Context: an optimization exercise on an open-source flow, tuned for small area, a short achievable clock period and few clock cycles per item. The choices shown serve that exercise and are no tape-out recipe.
Function was checked by simulation only, so behaviour that the tests miss may differ from the original.

Design idct_top, start of the top module:
module idct_top (
    input clk,
    input rst,
    input in_valid,
    input signed [15:0] F_in,
    output in_ready,
    output reg [7:0] idct_out,
    output reg out_valid
);
    reg rdy, iv, t63;
    reg signed [15:0] fd;
    reg [2:0] idx;                       
    reg [5:0] cnt;
    reg [6:0] age;
    assign in_ready = rdy;
    wire take = in_valid & rdy;
    wire [5:0] cnt_n = take ? cnt + 6'd1 : cnt;
    wire [6:0] age_n = (take && cnt == 6'd63) ? 7'd1 : (age == 7'd127 ? age : age + 7'd1);
    wire next_last = take ? (cnt == 6'd62) : (cnt == 6'd63);
    wire last_ok = (age == 7'd63) || (age >= 7'd113);
    always @(posedge clk or posedge rst) begin
        if (rst) begin
            rdy <= 1'b0;
            iv  <= 1'b0;
            t63 <= 1'b0;
            cnt <= 6'd0;
            age <= 7'd127;
        end else begin
            rdy <= ~(next_last && !last_ok);
            iv  <= take;
  ...
clock: 12.0 ns
lec_check: 0
cap_margin: 20
core_margin: 2
core_utilization: 55
cts_cluster_diameter: 60
cts_cluster_size: 24
place_density: 0.75
slew_margin: 20
standard.sh (not shown) runs the stock make flow with config.mk's settings and CLKGATE_MAP_FILE= SYNTH_SCRIPT=/design/flow/synth_recipe.tcl, a recipe that flattens the netlist after the stock synthesis.
==> flow/flow/run.sh <==
#!/bin/bash
# The standard layout (the standard.sh: standard synthesis, floorplan, place, CTS, route),
# with ORFS's timing repair asked for setup slack of at least SETUP_MARGIN ns against the
# 12 ns clock, so that it sizes and buffers the design for a shorter achieved period.
# The clock, the I/O delays and every other constraint are the standard flow's own.
set -euo pipefail
SETUP_MARGIN=8.5
bash standard.sh SETUP_SLACK_MARGIN=$SETUP_MARGIN finish > standard.log 2>&1
Testbench counts at the start, summed over its fixed seeds: cycles 7,168, blocks 96.
Edit:
--- a/flow/flow/run.sh
+++ b/flow/flow/run.sh
@@ -7 +7 @@
-SETUP_MARGIN=8.5
+SETUP_MARGIN=9.0
The changed run finished clean. Sequential cell count stays the same. Global-route usage is higher by 1.9 points. Routed wire length is higher by 6.7%. Critical path depth is unchanged. Worst hold slack gains 0.019 ns.

* * *

idct_top again, from the RTL that the note above started with.
clock: 12.0 ns
lec_check: 0
cap_margin: 20
core_margin: 2
core_utilization: 50
cts_cluster_diameter: 60
cts_cluster_size: 24
place_density: 0.7
slew_margin: 20
tns_end_percent: 5
==> flow/flow/run.sh <==
#!/bin/bash
# The standard layout (the standard.sh: standard synthesis, floorplan, place, CTS, route),
# with ORFS's timing repair asked for setup slack of at least SETUP_MARGIN ns against the
# 12 ns clock, so that it sizes and buffers the design for a shorter achieved period.
# The clock, the I/O delays and every other constraint are the standard flow's own.
set -euo pipefail
SETUP_MARGIN=8.5
bash standard.sh SETUP_SLACK_MARGIN=$SETUP_MARGIN finish > standard.log 2>&1
The baseline passed the timing, DRC and antenna checks.
Testbench counts at the start, summed over its fixed seeds: cycles 7,168, blocks 96.
==> next run, changes <==
Settings changed: CORE_UTILIZATION 50 to 62, PLACE_DENSITY 0.7 to 0.8, TNS_END_PERCENT 5 to default.
After rerunning:
- The new run completed with no timing, DRC or antenna violations
- maximum frequency barely changes
- via count goes up by 5.4%
- area after synthesis is unchanged
- non-clock buffer count goes up by 168
- cell count goes down by 3.5%
- first-iteration DRC count grows by 34%
- worst setup slack is worse by 0.0095 ns
- worst hold slack gets better by 0.014 ns
- utilization is higher by 14 points
==> next run, changes <==
--- a/flow/flow/run.sh
+++ b/flow/flow/run.sh
@@ -6,3 +6,3 @@
 set -euo pipefail
-SETUP_MARGIN=8.5
+SETUP_MARGIN=8.3
 bash standard.sh SETUP_SLACK_MARGIN=$SETUP_MARGIN finish > standard.log 2>&1
Settings changed: CORE_UTILIZATION 62 to 55, PLACE_DENSITY 0.8 to 0.75, TNS_END_PERCENT from default to 5.
=> Die area is higher by roughly a tenth. Clock skew falls by 0.037 ns. Final cell count goes up slightly. Non-clock buffer count goes down by 178. Routed wire length decreases by a few percent. Via count falls by a few percent. Global-route usage went down by 5.5 points. Flip-flop and latch count is unchanged. Area after synthesis stays the same.
==> next run, changes <==
--- a/flow/flow/run.sh
+++ b/flow/flow/run.sh
@@ -6,3 +6,3 @@
 set -euo pipefail
-SETUP_MARGIN=8.3
+SETUP_MARGIN=8.5
 bash standard.sh SETUP_SLACK_MARGIN=$SETUP_MARGIN finish > standard.log 2>&1
Settings changed: TNS_END_PERCENT 5 to 20.
What happened: Die area is unchanged; global-route usage fell by 0.34 points; wire length barely changes; worst setup slack improves by 0.11 ns; non-clock buffer count climbs by 107; via count grows slightly.
==> next run, changes <==
--- a/flow/flow/run.sh
+++ b/flow/flow/run.sh
@@ -6,3 +6,3 @@
 set -euo pipefail
-SETUP_MARGIN=8.5
+SETUP_MARGIN=8.0
 bash standard.sh SETUP_SLACK_MARGIN=$SETUP_MARGIN finish > standard.log 2>&1
Settings changed: TNS_END_PERCENT 20 to default.
Utilization shrinks by 1.5 points. Non-clock buffer count is lower by 152. Area after synthesis does not change. Worst setup slack is worse by 0.14 ns. Via count came out lower by about 0.8%.

* * *

Another version of the RTL of idct_top (not shown whole).
For scale: ~11000 cells after synthesis, ~2600 flip-flops, ~29 I/O pins, ~130000 µm² of cells after synthesis.
clock: 12.0 ns
lec_check: 0
cap_margin: 20
core_margin: 2
core_utilization: 65
cts_cluster_diameter: 60
cts_cluster_size: 30
place_density: 0.85
slew_margin: 20
run.sh (not shown) runs the stock make flow with config.mk's settings and CLKGATE_MAP_FILE= SYNTH_SCRIPT=/design/flow/synth_recipe.tcl, a recipe that flattens the netlist after the stock synthesis.
Stock flow here: none of the scripts above is used.
Testbench counts at the start, summed over its fixed seeds: cycles 7,160, blocks 96.
Edit:
- CORE_UTILIZATION: 65 -> 40
- CTS_CLUSTER_DIAMETER: 60 -> unset
- CTS_CLUSTER_SIZE: 30 -> unset
- PLACE_DENSITY: 0.85 -> 0.6
After rerunning: Global-route usage decreases by 14 points; area after synthesis is unchanged; first-iteration DRC count came out lower by a quarter to a third; die area came out higher by well over a third; wire length came out lower slightly; flip-flop and latch count does not change; non-clock buffer count grows by 27; count of clock-buffer cells in the layout climbs by 199; critical path depth rises by 1.
Edit:
==> flow/flow/run.sh (new file) <==
#!/bin/bash
# The standard layout (the standard.sh: standard synthesis, floorplan, place, CTS, route),
# with ORFS's timing repair asked for setup slack of at least SETUP_MARGIN ns against the
# 12 ns clock, so that it sizes and buffers the design for a shorter achieved period.
# The clock, the I/O delays and every other constraint are the standard flow's own.
set -euo pipefail
SETUP_MARGIN=7.5
bash standard.sh SETUP_SLACK_MARGIN=$SETUP_MARGIN finish > standard.log 2>&1
==> flow/standard.sh (new file) <==
#!/bin/bash
# synth_recipe.tcl (not shown) runs the flow's synth.tcl, then flattens the netlist and writes it again
# the make line also repeats each setting of config.mk as NAME=value (left out here)
make -C /OpenROAD-flow-scripts/flow DESIGN_CONFIG=/design/flow/config.mk WORK_HOME=/design/flow/orfs CLKGATE_MAP_FILE= SYNTH_SCRIPT=/design/flow/synth_recipe.tcl "${@:-finish}"
removed: flow/run.sh
Result: Cell area barely changes; global-route usage hardly moves; final cell count is about the same; routed wire length stays flat; clock-buffer cell count does not change; non-clock buffer count climbs by 5; utilization stays flat; via count is about the same; sequential share of layout area is about the same.
Edit:
==> flow/run.sh (new file) <==
#!/bin/bash
# synth_recipe.tcl (not shown) runs the flow's synth.tcl, then flattens the netlist and writes it again
# the make line also repeats each setting of config.mk as NAME=value (left out here)
make -C /OpenROAD-flow-scripts/flow DESIGN_CONFIG=/design/flow/config.mk WORK_HOME=/design/flow/orfs CLKGATE_MAP_FILE= SYNTH_SCRIPT=/design/flow/synth_recipe.tcl finish
- CORE_UTILIZATION: 40 -> 55
- CTS_CLUSTER_DIAMETER: unset -> 60
- CTS_CLUSTER_SIZE: unset -> 24
- PLACE_DENSITY: 0.6 -> 0.75
removed: flow/flow/run.sh
removed: flow/standard.sh
=> Hold slack improves by 0.0042 ns. Fmax falls by 9.0%. Die area drops by about 27%. Sequential cell count stays the same. Worst setup slack degrades by 0.43 ns.

* * *

run A:
idct_top with an RTL version that a note above also has.
Size in the first run: ~11000 cells after synthesis, ~2600 flip-flops, ~29 I/O pins, about 130000 um2 of cells after synthesis.
## idct_top
module idct_top (
    input clk,
    input rst,
    input in_valid,
    input signed [15:0] F_in,
    output in_ready,
    output reg [7:0] idct_out,
    output reg out_valid
);
    reg rdy, iv, t63;
    reg signed [15:0] fd;
    reg [2:0] idx;                       
    reg [5:0] cnt;
    reg [6:0] age;
    assign in_ready = rdy;
    wire take = in_valid & rdy;
    wire [5:0] cnt_n = take ? cnt + 6'd1 : cnt;
    wire [6:0] age_n = (take && cnt == 6'd63) ? 7'd1 : (age == 7'd127 ? age : age + 7'd1);
    wire next_last = take ? (cnt == 6'd62) : (cnt == 6'd63);
    wire last_ok = (age == 7'd63) || (age >= 7'd113);
    always @(posedge clk or posedge rst) begin
        if (rst) begin
            rdy <= 1'b0;
            iv  <= 1'b0;
            t63 <= 1'b0;
            cnt <= 6'd0;
            age <= 7'd127;
        end else begin
            rdy <= ~(next_last && !last_ok);
            iv  <= take;
            t63 <= take && cnt == 6'd63;
            cnt <= cnt_n;
            age <= age_n;
        end
    end
    always @(posedge clk) begin
        fd  <= take ? F_in : 16'sd0;
        idx <= cnt[2:0];
    end
    wire rdone;
    wire [8*24-1:0] racc;
    mac_unit #(.AW(24)) row_mac (
        .clk(clk), .rst(rst), .in_v(iv), .k(idx), .x(fd),
        .done(rdone), .acc_flat(racc)
    );
    reg [127:0] gsr;
    reg g_act, gwm;
    reg [2:0] gsc, gsu, rowc;
    integer i;
    always @(posedge clk) begin
        if (rdone) begin
            for (i = 0; i < 8; i = i + 1)
                gsr[16*i +: 16] <= racc[24*i + 8 +: 16];
        end else
            gsr <= gsr >> 16;
    end
    always @(posedge clk or posedge rst) begin
        if (rst) begin
            g_act <= 1'b0;
            gwm   <= 1'b0;
            gsc   <= 3'd0;
            gsu   <= 3'd0;
            rowc  <= 3'd0;
        end else begin
            if (g_act && gsc == 3'd7 && gsu == 3'd7) gwm <= ~gwm;
            if (rdone) begin
                g_act <= 1'b1;
                gsc   <= 3'd0;
                gsu   <= rowc;
                rowc  <= rowc + 3'd1;
            end else if (g_act) begin
                gsc <= gsc + 3'd1;
  ...
==> flow/config.mk <==
export PLATFORM = sky130hd
export DESIGN_NAME = idct_top
export DESIGN_NICKNAME = idct_top
export VERILOG_FILES = /design/flow/design.v
export SDC_FILE = /design/flow/constraint.sdc
export NUM_CORES = 4
export LEC_CHECK = 0
export CAP_MARGIN = 20
export CORE_MARGIN = 2
export CORE_UTILIZATION = 55
export CTS_CLUSTER_DIAMETER = 60
export CTS_CLUSTER_SIZE = 24
export PLACE_DENSITY = 0.75
export SLEW_MARGIN = 20
export TNS_END_PERCENT = 5
==> flow/constraint.sdc <==
create_clock -name core_clock -period 12.0 [get_ports {clk}]
set_input_delay 2.4000 -clock core_clock [delete_from_list [all_inputs] [get_ports {clk}]]
set_output_delay 2.4000 -clock core_clock [all_outputs]
set_load 0.01 [all_outputs]
standard.sh (not shown) runs the stock make flow with config.mk's settings and CLKGATE_MAP_FILE= SYNTH_SCRIPT=/design/flow/synth_recipe.tcl, a recipe that flattens the netlist after the stock synthesis.
==> flow/flow/run.sh <==
#!/bin/bash
# The standard layout (the standard.sh: standard synthesis, floorplan, place, CTS, route),
# with ORFS's timing repair asked for setup slack of at least SETUP_MARGIN ns against the
# 12 ns clock, so that it sizes and buffers the design for a shorter achieved period.
# The clock, the I/O delays and every other constraint are the standard flow's own.
set -euo pipefail
SETUP_MARGIN=8.5
bash standard.sh SETUP_SLACK_MARGIN=$SETUP_MARGIN finish > standard.log 2>&1
Run A closes out successfully: all stages finished, all timing, DRC and antenna checks passed.
Testbench counts of run A, summed over its fixed seeds: cycles 7,168, blocks 96.
For run D, these inputs were changed with respect to run A:
diff --git a/flow/flow/run.sh b/flow/flow/run.sh
--- a/flow/flow/run.sh
+++ b/flow/flow/run.sh
@@ -5,4 +5,4 @@
 # The clock, the I/O delays and every other constraint are the standard flow's own.
 set -euo pipefail
-SETUP_MARGIN=8.5
+SETUP_MARGIN=8.7
 bash standard.sh SETUP_SLACK_MARGIN=$SETUP_MARGIN finish > standard.log 2>&1
diff --git a/flow/config.mk b/flow/config.mk
--- a/flow/config.mk
+++ b/flow/config.mk
@@ -13,3 +13,3 @@
 export PLACE_DENSITY = 0.75
 export SLEW_MARGIN = 20
-export TNS_END_PERCENT = 5
+export TNS_END_PERCENT = 20
Results
Run D vs. run A: wire length of the first global-routing pass went up by about 1.8%.
Run D ran to completion and came out clean on the timing, DRC and antenna checks.
Summary of run D over run A: wire length on met1 increased 1.3%; number of antenna diodes saw an increase; post-layout minimum cycle time increased by 0.060 ns relative to the old numbers; cell area shows an increase of about 2.3%.

## re-timing with driven ports
The results above use ideal ports. As a check the final layouts listed here were re-extracted and re-timed, cells and wires unchanged.
Step 1, drivers: a clkbuf_16 drives clk and a buf_2 each remaining input, both assumed.
Step 2 times the ports against the registers' clock, not the clock port: input delays grow and output delays shrink by t, the midpoint of the rising clock arrivals with the driver on.
a / b / c = no drivers / after step 1 / after step 2; a / b = the first two.
run	shift t [ns]	setup slack, ns	worst slew at a driven data input, ns
the first run of note 1	0.952	8.179 / 8.088 / 7.899	0.04
the second run of note 1	0.953	8.112 / 8.028 / 8.224	0.06
the first run of note 2	0.941	8.109 / 8.021 / 7.581	0.03
the second run of note 2	0.950	8.099 / 8.099 / 7.914	0.04
the third run of note 2	0.943	8.067 / 8.051 / 7.603	0.04
the fourth run of note 2	0.946	8.178 / 8.084 / 7.680	0.03
the fifth run of note 2	0.926	8.037 / 8.006 / 7.631	0.03
the first run of note 3	0.962	6.757 / 6.757 / 6.757	0.06
the second run of note 3	0.965	6.870 / 6.870 / 6.870	0.05
the third run of note 3	0.961	7.618 / 7.574 / 7.570	0.05
the fourth run of note 3	0.933	7.186 / 7.186 / 7.186	0.05
run A	0.941	8.177 / 8.082 / 7.651	0.03
run D	0.953	8.116 / 8.028 / 7.610	0.03
After both steps every run listed still meets setup and hold. For the first run of note 2, which loses most, drivers alone change the setup slack by -0.088 ns; drivers and shift together by -0.528 ns.
